From an optimization exercise on the open Yosys and OpenROAD flow, aimed at small area; shortcuts taken in it are not production practice.
At most, simulation tests tie the RTL to the original design; equivalence was not proved.
Power figures rest on the tool's default switching activity, not on a simulated workload.

==> inputs of v26 <==
==> flow/design.v (excerpt) <==
module alu (
    input wire clk,
    input wire rst,
    input wire enable,
    input wire [7:0] operation,
    input wire [7:0] op1,
    input wire [7:0] op2,
	input wire cpu_carry,
    output wire [7:0] result_l,
    output wire [7:0] result_h,
    output wire carry,
    output wire zero,
    output wire sign
);
Settings: LEC_CHECK=0, CAP_MARGIN=0, CORE_MARGIN=2, CORE_UTILIZATION=60, CTS_BUF_LIST=sky130_fd_sc_hd__clkbuf_8, GPL_TIMING_DRIVEN=0, SLEW_MARGIN=0; clock period 7.0 ns.
standard.sh (not shown) runs the stock make flow with config.mk's settings and CLKGATE_MAP_FILE= SYNTH_SCRIPT=/design/flow/synth_recipe.tcl, a recipe that flattens the netlist after the stock synthesis.
==> flow/flow/run.sh <==
#!/bin/bash
# Own layout flow: the standard ORFS flow (standard.sh) with two changes.
#  1. Synthesis is synth_recipe.tcl on a copy of ORFS's synth.tcl that maps the
#     design's alu_fa full adders straight to the fa_1 cell, skips extract_fa,
#     and maps the rest with an area-oriented ABC script (area.abc: deepsyn, then area mapping).
#     Registers, flattening and renaming are as in the standard synthesis.
#  2. Ports are buffered with buf_1 (BUFFER_PORTS_ARGS) instead of the
#     default pick; every input and output port still gets its buffer.
# Each tool's output goes to a log in this folder (ORFS keeps per-step logs
# under orfs/logs).
set -euo pipefail
W=$(pwd)
F=$W/flow
python3 "$F/patch_synth.py" "$FLOW_HOME/scripts/synth.tcl" "$W/cust_core.tcl" \
    "$F/cellmap.v" "$F/area.abc" > "$W/patch_synth.log" 2>&1
sed "s#source \$::env(SCRIPTS_DIR)/synth.tcl#source {$W/cust_core.tcl}#" \
    "$W/synth_recipe.tcl" > "$W/cust_synth.tcl"
grep -q cust_core "$W/cust_synth.tcl"
bash "$W/standard.sh" "SYNTH_SCRIPT=$W/cust_synth.tcl" \
    "BUFFER_PORTS_ARGS=-buffer_cell sky130_fd_sc_hd__buf_1" finish \
    > "$W/standard.log" 2>&1
==> flow/flow/area.abc <==
strash
&get -n
&deepsyn -T 120
&put
dch -f
map -a
topo
==> flow/flow/cellmap.v <==
(* techmap_celltype = "alu_fa" *)
module _map_alu_fa (input a, input b, input c, output s, output co);
  sky130_fd_sc_hd__fa_1 _TECHMAP_REPLACE_ (.A(a), .B(b), .CIN(c), .SUM(s), .COUT(co));
endmodule
==> flow/flow/patch_synth.py <==
#!/usr/bin/env python3
"""Write a copy of ORFS's synth.tcl with three changes:
 - instances of the design's alu_fa module become the library's fa_1 cell
   (techmap with cellmap.v) before the design is flattened;
 - extract_fa is skipped (the adders are already cells);
 - the final ABC mapping uses the area-oriented script area.abc.
usage: patch_synth.py synth.tcl out.tcl cellmap.v area.abc"""
import sys
src_path, out_path, cellmap, abc = sys.argv[1:5]
src = open(src_path).read()

def sub(old, new):
    global src
    if src.count(old) != 1:
        sys.exit(f"patch_synth: expected one {old!r} in {src_path}")
    src = src.replace(old, new)

a = 'hierarchy -check -top $::env(DESIGN_NAME)\n'
sub(a, a + f'techmap -map {{{cellmap}}}\n')
sub('  extract_fa {*}[dont_use_extract_fa_args]\n', '')
b = '  log_cmd abc {*}$abc_args\n'
sub(b, f'  set abc_args [lreplace $abc_args 1 1 {{{abc}}}]\n' + b)
open(out_path, 'w').write(src)
print("patched", src_path, "->", out_path)
==> v25: changes against v26 <==
--- a/flow/design.v
+++ b/flow/design.v
@@ -214,13 +214,13 @@
 		end else if (enable) begin
 			res_h <= {8{is_mul}} & prod[15:8];
 			if (wl) res_l <= val;
 			if (zset) ze <= 1'b1;
 			if (diff & ~cc[8]) si <= 1'b1;
 			if (is_clrc) ca <= 1'b0;
-			else if (is_rlc) ca <= a[7];
+			else if (is_rlc) ca <= cc[8];
 			else if (is_rrc) ca <= a[0];
 			else if (ca_set) ca <= 1'b1;
 		end
 	end
 endmodule
 module alu_fa (
--- a/flow/flow/run.sh
+++ b/flow/flow/run.sh
@@ -1,11 +1,11 @@
 #!/bin/bash
 # Own layout flow: the standard ORFS flow (standard.sh) with two changes.
 #  1. Synthesis is synth_recipe.tcl on a copy of ORFS's synth.tcl that maps the
 #     design's alu_fa full adders straight to the fa_1 cell, skips extract_fa,
-#     and maps the rest with an area-oriented ABC script (area.abc: deepsyn, then area mapping).
+#     and maps the rest with an area-oriented ABC script (area.abc).
 #     Registers, flattening and renaming are as in the standard synthesis.
 #  2. Ports are buffered with buf_1 (BUFFER_PORTS_ARGS) instead of the
 #     default pick; every input and output port still gets its buffer.
 # Each tool's output goes to a log in this folder (ORFS keeps per-step logs
 # under orfs/logs).
 set -euo pipefail
==> flow/flow/area.abc (replaced) <==
strash
dc2
dch -f
map -a
strash
dch -f
map -a
topo
==> flow/config.mk (replaced) <==
export PLATFORM = sky130hd
export DESIGN_NAME = alu
export DESIGN_NICKNAME = alu
export VERILOG_FILES = /design/flow/design.v
export SDC_FILE = /design/flow/constraint.sdc
export NUM_CORES = 4
export LEC_CHECK = 0
export CAP_MARGIN = 20
export CORE_MARGIN = 2
export CORE_UTILIZATION = 40
export CTS_BUF_LIST = sky130_fd_sc_hd__clkbuf_8
export CTS_CLUSTER_DIAMETER = 500
export CTS_CLUSTER_SIZE = 30
export GPL_TIMING_DRIVEN = 0
export SLEW_MARGIN = 20
==> summary.txt <==
v26 went through all stages and came out clean. v25 completed without violations.
Between v25 and v26, the lower critical path depth is in v25 (gap 2).
Between v26 and v25, the lower maximum frequency is in v26 (gap about 2%, measured against v25).
Against v25, the synthesized area of v26 is lower by about 2.2%.
In clock skew, v26 and v25 do not differ.
Of v25 and v26, v26 has the higher utilization (gap 25 points).
Of v26 and v25, v25 has the higher cell count (gap about 8%, measured against v25).
Sequential cell count is the same in v26 and v25.
==> figures <==
metric	v25	v26
Worst-Skew Late Latency	0.27 ns	0.26 ns
Result of the run	finished clean	finished clean
Number of multi-input combinational cells	362	348
Post-synthesis compound-gate area fraction	22.4%	20.2%
Worst relative slew slack	30.2%	27.3%
Worst reg2reg path startpoint	res_h[6]	res_l[0]
Critical path launch point	op1[3]	operation[5]
CTS clk-pin slew, worst paths	0.08 ns	0.07 ns
Detailed route wirelength on metal3	821 um	1170 um
Fraction of power consumed by sequential logic	24.3%	22.7%
Via count of the first global-routing pass	3353	3406
Sw power	268 uW	294 uW
Die Span X	94.8 um	77.3 um
Internal reg-to-reg setup slack	6.26 ns	6.25 ns
Function not checked in v26: the RTL went through the layout flow alone.


==> inputs of job 995 <==
Another version of the RTL of alu (not shown whole).
Settings: LEC_CHECK=0, CAP_MARGIN=20, CORE_MARGIN=2, CORE_UTILIZATION=60, CTS_BUF_LIST=sky130_fd_sc_hd__clkbuf_4, SLEW_MARGIN=20; clock period 7.0 ns.
run.sh (not shown) runs the stock make flow with config.mk's settings and CLKGATE_MAP_FILE= SYNTH_SCRIPT=/design/flow/synth_recipe.tcl, a recipe that flattens the netlist after the stock synthesis.
Stock flow here: none of the scripts above is used.
==> job 6515: changes against job 995 <==
--- a/flow/config.mk
+++ b/flow/config.mk
@@ -8,5 +8,4 @@
 export CAP_MARGIN = 20
 export CORE_MARGIN = 2
-export CORE_UTILIZATION = 60
-export CTS_BUF_LIST = sky130_fd_sc_hd__clkbuf_4
+export CORE_UTILIZATION = 40
 export SLEW_MARGIN = 20
==> impl_metrics.yaml <==
global_route:
  grt_first_pass_wirelength_mm: 21.49
  grtUsageMet1_pct: 35.47
  grt_use_met3_pct: 2.170
pwr:
  irDropWorstVdd_mv: 0.07032
  p_sw_mw: 0.3155
  p_int_mw: 0.3674
critical_path:
  path_cells: "clkdlybuf4s50_1 -> buf_4 -> ha_1 -> inv_1 -> fa_1 -> inv_1 -> fa_1 -> inv_1 -> fa_1 -> inv_1 -> fa_2 -> fa_2 -> fa_1 -> inv_1 -> fa_1 -> inv_1 -> ha_1 -> ha_1 -> ha_1 -> ha_1 -> ha_1 -> xor2_1 -> nand3_1 -> o21ai_0"
  r2r_slack_ns: 6.21
routing:
  drt_iter0_drc: 203
  wl_met3_um: 779
  avgViaCountPerCell: 5.414
die:
  die_h_um: 108.4
  start_util_pct: 40.54
  nWellTaps: 140
finish:
  buffer_area_share_pct: 13.97
  num-nonclk-buffers: 80
  nFillCells: 1075
sta:
  layout_setup_ws_ns: 0.2953
  fin_crit_sh_pct: 95.78
  max_slew_margin_pct: 37.26
run_status:
  status: "finished clean"
(the above is from job 6515)
==> impl_metrics.yaml <==
die:
  die_h_um: 89.21
global_route:
  grt_use_met3_pct: 5.817
routing:
  avgViaCountPerCell: 5.853
  drt_iter0_drc: 306
pwr:
  p_int_mw: 0.3518
  p_sw_mw: 0.2959
finish:
  num-nonclk-buffers: 83
  buffer_area_share_pct: 14.59
  nFillCells: 636
run_status:
  status: "finished clean"
(the above is from job 995)
No run of this note included a check of the RTL's function; only the layout flow was run.


==> build 39 <==
alu, a different RTL version from the one above (not shown whole).
clock: 7.0 ns
lec_check: 0
cap_margin: 20
core_margin: 2
core_utilization: 40
gpl_timing_driven: 0
slew_margin: 20
standard.sh (not shown) runs the stock make flow with config.mk's settings and CLKGATE_MAP_FILE= SYNTH_SCRIPT=/design/flow/synth_recipe.tcl, a recipe that flattens the netlist after the stock synthesis.
==> flow/flow/run.sh <==
#!/bin/bash
# Own layout flow: the standard ORFS flow (standard.sh) with two changes.
#  1. Synthesis is synth_recipe.tcl on a copy of ORFS's synth.tcl that maps the
#     design's alu_fa full adders straight to the fa_1 cell, skips extract_fa,
#     and maps the rest with an area-oriented ABC script (area.abc).
#     Registers, flattening and renaming are as in the standard synthesis.
#  2. Ports are buffered with buf_1 (BUFFER_PORTS_ARGS) instead of the
#     default pick; every input and output port still gets its buffer.
# Each tool's output goes to a log in this folder (ORFS keeps per-step logs
# under orfs/logs).
set -euo pipefail
W=$(pwd)
F=$W/flow
python3 "$F/patch_synth.py" "$FLOW_HOME/scripts/synth.tcl" "$W/cust_core.tcl" \
    "$F/cellmap.v" "$F/area.abc" > "$W/patch_synth.log" 2>&1
sed "s#source \$::env(SCRIPTS_DIR)/synth.tcl#source {$W/cust_core.tcl}#" \
    "$W/synth_recipe.tcl" > "$W/cust_synth.tcl"
grep -q cust_core "$W/cust_synth.tcl"
bash "$W/standard.sh" "SYNTH_SCRIPT=$W/cust_synth.tcl" \
    "BUFFER_PORTS_ARGS=-buffer_cell sky130_fd_sc_hd__buf_1" finish \
    > "$W/standard.log" 2>&1
==> flow/flow/area.abc <==
strash
dc2
dch -f
map -a
strash
dch -f
map -a
topo
Scripts as last shown in full above: flow/flow/cellmap.v, flow/flow/patch_synth.py
==> inputs of trial 94, as changes to build 39 <==
--- a/flow/design.v
+++ b/flow/design.v
@@ -151,75 +151,92 @@
     wire inc3 = inc2 & ~mfs45;
     wire inc4 = inc3 & ~mfs46;
     wire inc5 = inc4 & ~mfc46;
     wire [15:0] prod = {(~mfc46 ^ inc4), (~mfs46 ^ inc3), (~mfs45 ^ inc2), (~mfs44 ^ inc1), (~mfs43 ^ inc0), (~mhs8 ^ ~mfc42), ~mfs42, ~mfs41, ~mfs40, ~mfs39, ~mfs38, ~mfs37, ~mfs36, ~mfs35, ~mhs7, ~npp[0][0]};
 	wire two    = op[7];
-	wire is_add = two & (op[6:2] == 5'd2);
-	wire is_sub = two & (op[6:2] == 5'd3);
-	wire is_mul = two & (op[6:2] == 5'd4);
-	wire is_and = two & (op[6:2] == 5'd5);
-	wire is_or  = two & (op[6:2] == 5'd6);
-	wire is_xor = two & (op[6:2] == 5'd7);
-	wire is_setb = (op[7:3] == 5'b01100);
-	wire is_clrb = (op[7:3] == 5'b01101);
-	wire is_dec  = (op == 8'h01);
-	wire is_inc  = (op == 8'h02);
-	wire is_not  = (op == 8'h03);
-	wire is_setc = (op == 8'h04);
-	wire is_clrc = (op == 8'h05);
-	wire is_rl   = (op == 8'h06);
-	wire is_rr   = (op == 8'h07);
-	wire is_rlc  = (op == 8'h08);
-	wire is_rrc  = (op == 8'h09);
-	wire is_swap = (op == 8'h0A);
-	wire diff = is_sub | is_dec;
-	wire [7:0] y = two ? (b ^ {8{op[2]}}) : {{7{op[0]}}, 1'b0};
+	wire g2 = two & ~op[6] & ~op[5];
+	wire g1 = ~op[7] & ~op[6] & ~op[5] & ~op[4];
+	wire [7:0] d2 = 8'd1 << op[4:2];
+	wire [15:0] d1 = 16'd1 << op[3:0];
+	wire is_add = g2 & d2[2];
+	wire is_sub = g2 & d2[3];
+	wire is_mul = g2 & d2[4];
+	wire is_and = g2 & d2[5];
+	wire is_or  = g2 & d2[6];
+	wire is_xor = g2 & d2[7];
+	wire g6 = ~op[7] & op[6] & op[5] & ~op[4];
+	wire is_setb = g6 & ~op[3];
+	wire is_clrb = g6 & op[3];
+	wire is_dec  = g1 & d1[1];
+	wire is_inc  = g1 & d1[2];
+	wire is_not  = g1 & d1[3];
+	wire is_setc = g1 & d1[4];
+	wire is_clrc = g1 & d1[5];
+	wire is_rl   = g1 & d1[6];
+	wire is_rr   = g1 & d1[7];
+	wire is_rlc  = g1 & d1[8];
+	wire is_rrc  = g1 & d1[9];
+	wire is_swap = g1 & d1[10];
+	wire is_rot_l = is_rl | is_rlc;
+	wire [7:0] y = two ? (b ^ {8{op[2]}}) : (is_rot_l ? a : {{7{is_dec}}, 1'b0});
 	wire [8:0] cc;
-	assign cc[0] = ~two | op[2] | c;
+	assign cc[0] = two ? (op[2] | c) : (is_rl ? a[7] : (is_rlc ? c : 1'b1));
 	wire [7:0] s;
 	genvar k;
 	generate for (k = 0; k < 8; k = k + 1) begin : g_add
 		alu_fa u_fa (.a(a[k]), .b(y[k]), .c(cc[k]), .s(s[k]), .co(cc[k+1]));
 	end endgenerate
 	wire [8:0] orp;
 	assign orp[0] = 1'b0;
 	generate for (k = 0; k < 8; k = k + 1) begin : g_orp
 		assign orp[k+1] = orp[k] | s[k];
 	end endgenerate
-	wire inv = diff & ~cc[8];
-	wire [7:0] arith = s ^ ({8{inv}} & orp[7:0]);
+	wire diff = is_sub | is_dec;
+	wire neg = (diff | is_not) & ~cc[8];
 	wire [7:0] mask = 8'd1 << op[2:0];
-	wire [7:0] lg = ({8{is_and}} & a & b) | ({8{is_or}} & (a | b)) | ({8{is_xor}} & (a ^ b))
-	              | ({8{is_not}} & ~a) | ({8{is_setb}} & (a | mask)) | ({8{is_clrb}} & a & ~mask);
-	wire [7:0] rot = ({8{is_rl}} & {a[6:0], a[7]}) | ({8{is_rr}} & {a[0], a[7:1]})
-	               | ({8{is_rlc}} & {a[6:0], c}) | ({8{is_rrc}} & {c, a[7:1]})
-	               | ({8{is_swap}} & {a[3:0], a[7:4]});
-	wire arith_op = is_add | diff | is_inc;
-	wire [7:0] lr = lg | rot;
-	wire [7:0] vnm = ({8{arith_op}} & arith) | lr;
-	wire [7:0] val = vnm | ({8{is_mul}} & prod[7:0]);
-	wire wl = arith_op | is_mul | is_and | is_or | is_xor | is_not | is_setb | is_clrb
-	        | is_rl | is_rr | is_rlc | is_rrc | is_swap;
-	wire zop = wl & ~is_add & ~is_setb & ~is_mul;
+	wire arith_op = is_add | diff | is_inc | is_not | is_rot_l;
+	wire wl = arith_op | is_mul | is_and | is_or | is_xor | is_setb | is_clrb
+	        | is_rr | is_rrc | is_swap;
+	wire hold = ~(enable & wl);
+	wire bitop = is_setb | is_clrb;
+	wire k_and = is_and | is_or | is_setb;
+	wire k_xor = is_or | is_xor | is_setb;
+	wire k_r1 = is_rr | is_rrc;
+	wire [7:0] r1 = {(is_rr & a[0]) | (is_rrc & c), a[7:1]};
+	wire [7:0] r2 = {a[3:0], a[7:4]};
+	wire [7:0] lr, dl;
+	wire [7:0] x = bitop ? mask : b;
+	wire [7:0] lg = ({8{k_and}} & a & x) | ({8{k_xor}} & (a ^ x)) | ({8{is_clrb}} & a & ~x);
+	assign lr = lg | ({8{k_r1}} & r1) | ({8{is_swap}} & r2);
+	assign dl = hold ? res_l : (({8{arith_op}} & (s ^ ({8{neg}} & orp[7:0]))) | ({8{is_mul}} & prod[7:0]) | lr);
 	wire az = (a == 8'd0);
 	wire bz = (b == 8'd0);
-	wire zset = (zop & ~arith_op & (lr == 8'd0)) | ((diff | is_inc) & ~orp[8]) | (is_mul & (az | bz));
+	wire lr_z = is_and | is_or | is_xor | is_clrb | is_rr | is_rrc | is_swap;
+	wire zset = (lr_z & (lr == 8'd0)) | ((arith_op & ~is_add) & ~orp[8]) | (is_mul & (az | bz));
 	wire ca_set = ((is_add | is_inc) & cc[8]) | is_setc;
 	always @(posedge clk or posedge rst) begin
 		if (rst) begin
+			res_l <= 0;
+			ca <= 0;
+			ze <= 0;
+			si <= 0;
+		end else begin
+			res_l <= dl;
+		end
+	end
+	always @(posedge clk or posedge rst) begin
+		if (rst) begin
 			res_h <= 0;
-			res_l <= 0;
 			ca <= 0;
 			ze <= 0;
 			si <= 0;
 		end else if (enable) begin
 			res_h <= {8{is_mul}} & prod[15:8];
-			if (wl) res_l <= val;
 			if (zset) ze <= 1'b1;
-			if (inv) si <= 1'b1;
+			if (diff & ~cc[8]) si <= 1'b1;
 			if (is_clrc) ca <= 1'b0;
-			else if (is_rlc) ca <= a[7];
+			else if (is_rlc) ca <= cc[8];
 			else if (is_rrc) ca <= a[0];
 			else if (ca_set) ca <= 1'b1;
 		end
 	end
 endmodule
==> qor summary <==
Power Combinational: build 39 343 µW; trial 94 357 µW
Result of the run: build 39 finished clean; trial 94 finished clean
Layout overhead on the synthesized area: build 39 12.4%; trial 94 13.2%
Switching power: build 39 259 µW; trial 94 250 µW
Number of tap cells inserted: build 39 105; trial 94 102
Total vias in the final route: build 39 3539; trial 94 3223
Synthesized-area fraction occupied by ao, oa, aoi and oai cells: build 39 21.7%; trial 94 20.1%
Overall routed net length: build 39 11.1 mm; trial 94 9.62 mm
Number of inverters outside the clock class in the layout: build 39 65; trial 94 49
Maximum fanout count along the critical path: build 39 9; trial 94 10
Number of ordinary and repair buffers in the finished layout: build 39 48; trial 94 50
Number of violations reported at the end of detailed-routing iteration 0: build 39 296; trial 94 200
Power drawn by the clock network: build 39 84.1 µW; trial 94 68.7 µW
Launch point of the worst hold path: build 39 ze$_DFFE_PP0P_; trial 94 res_h[0]$_DFFE_PP0P_
Detailed-route wire length on metal 1: build 39 5.18 mm; trial 94 3.97 mm
Cell area after placement: build 39 3660 µm²; trial 94 3410 µm²
Cell variety after synth: build 39 31; trial 94 30
Via count of the first global-routing pass: build 39 3426; trial 94 3311
Multi-input logic portion of the cell area: build 39 70.2%; trial 94 71.4%
Later-pin clock latency in the skew report: build 39 0.26 ns; trial 94 0.25 ns
Area of the multi-input gates: build 39 2650 µm²; trial 94 2510 µm²
Setup ws final: build 39 0.336 ns; trial 94 0.385 ns
WL/cell: build 39 18.2 µm; trial 94 17.1 µm
Overall Power: build 39 562 µW; trial 94 541 µW
Leakage power of the design: build 39 0.00129 µW; trial 94 0.00124 µW
Function not checked in trial 94: the RTL went through the layout flow alone.

port drivers added, routing unchanged:
The results above use ideal ports. As a check the final layouts listed here were re-extracted and re-timed, cells and wires unchanged. Step 1 assumes that a clkbuf_16 drives the clock port and a buf_2 every other input. Step 2 times the ports against the registers' clock, not the clock port: input delays grow and output delays shrink by t, the midpoint of the rising clock arrivals with the driver on. a / b / c = ideal ports / drivers / drivers and shift; a / b = the first two.
| run | t, ns | setup WS [ns] | pins driven straight from the clock port |
|---|---|---|---|
| v26 | 0.284 | 0.202 / 0.207 / -0.077 | 1 |
| v25 | 0.294 | 0.341 / 0.347 / 0.053 | 1 |
| job 995 | 0.309 | 0.241 / 0.238 / -0.072 | 1 |
| job 6515 | 0.290 | 0.295 / 0.300 / 0.010 | 1 |
| build 39 | 0.296 | 0.336 / 0.346 / 0.050 | 1 |
| trial 94 | 0.272 | 0.385 / 0.386 / 0.114 | 1 |
Met with ideal ports but missed after step 2: setup timing in v26 and job 995. For job 995, which loses most, drivers alone change the setup slack by -0.003 ns; drivers and shift together by -0.313 ns.
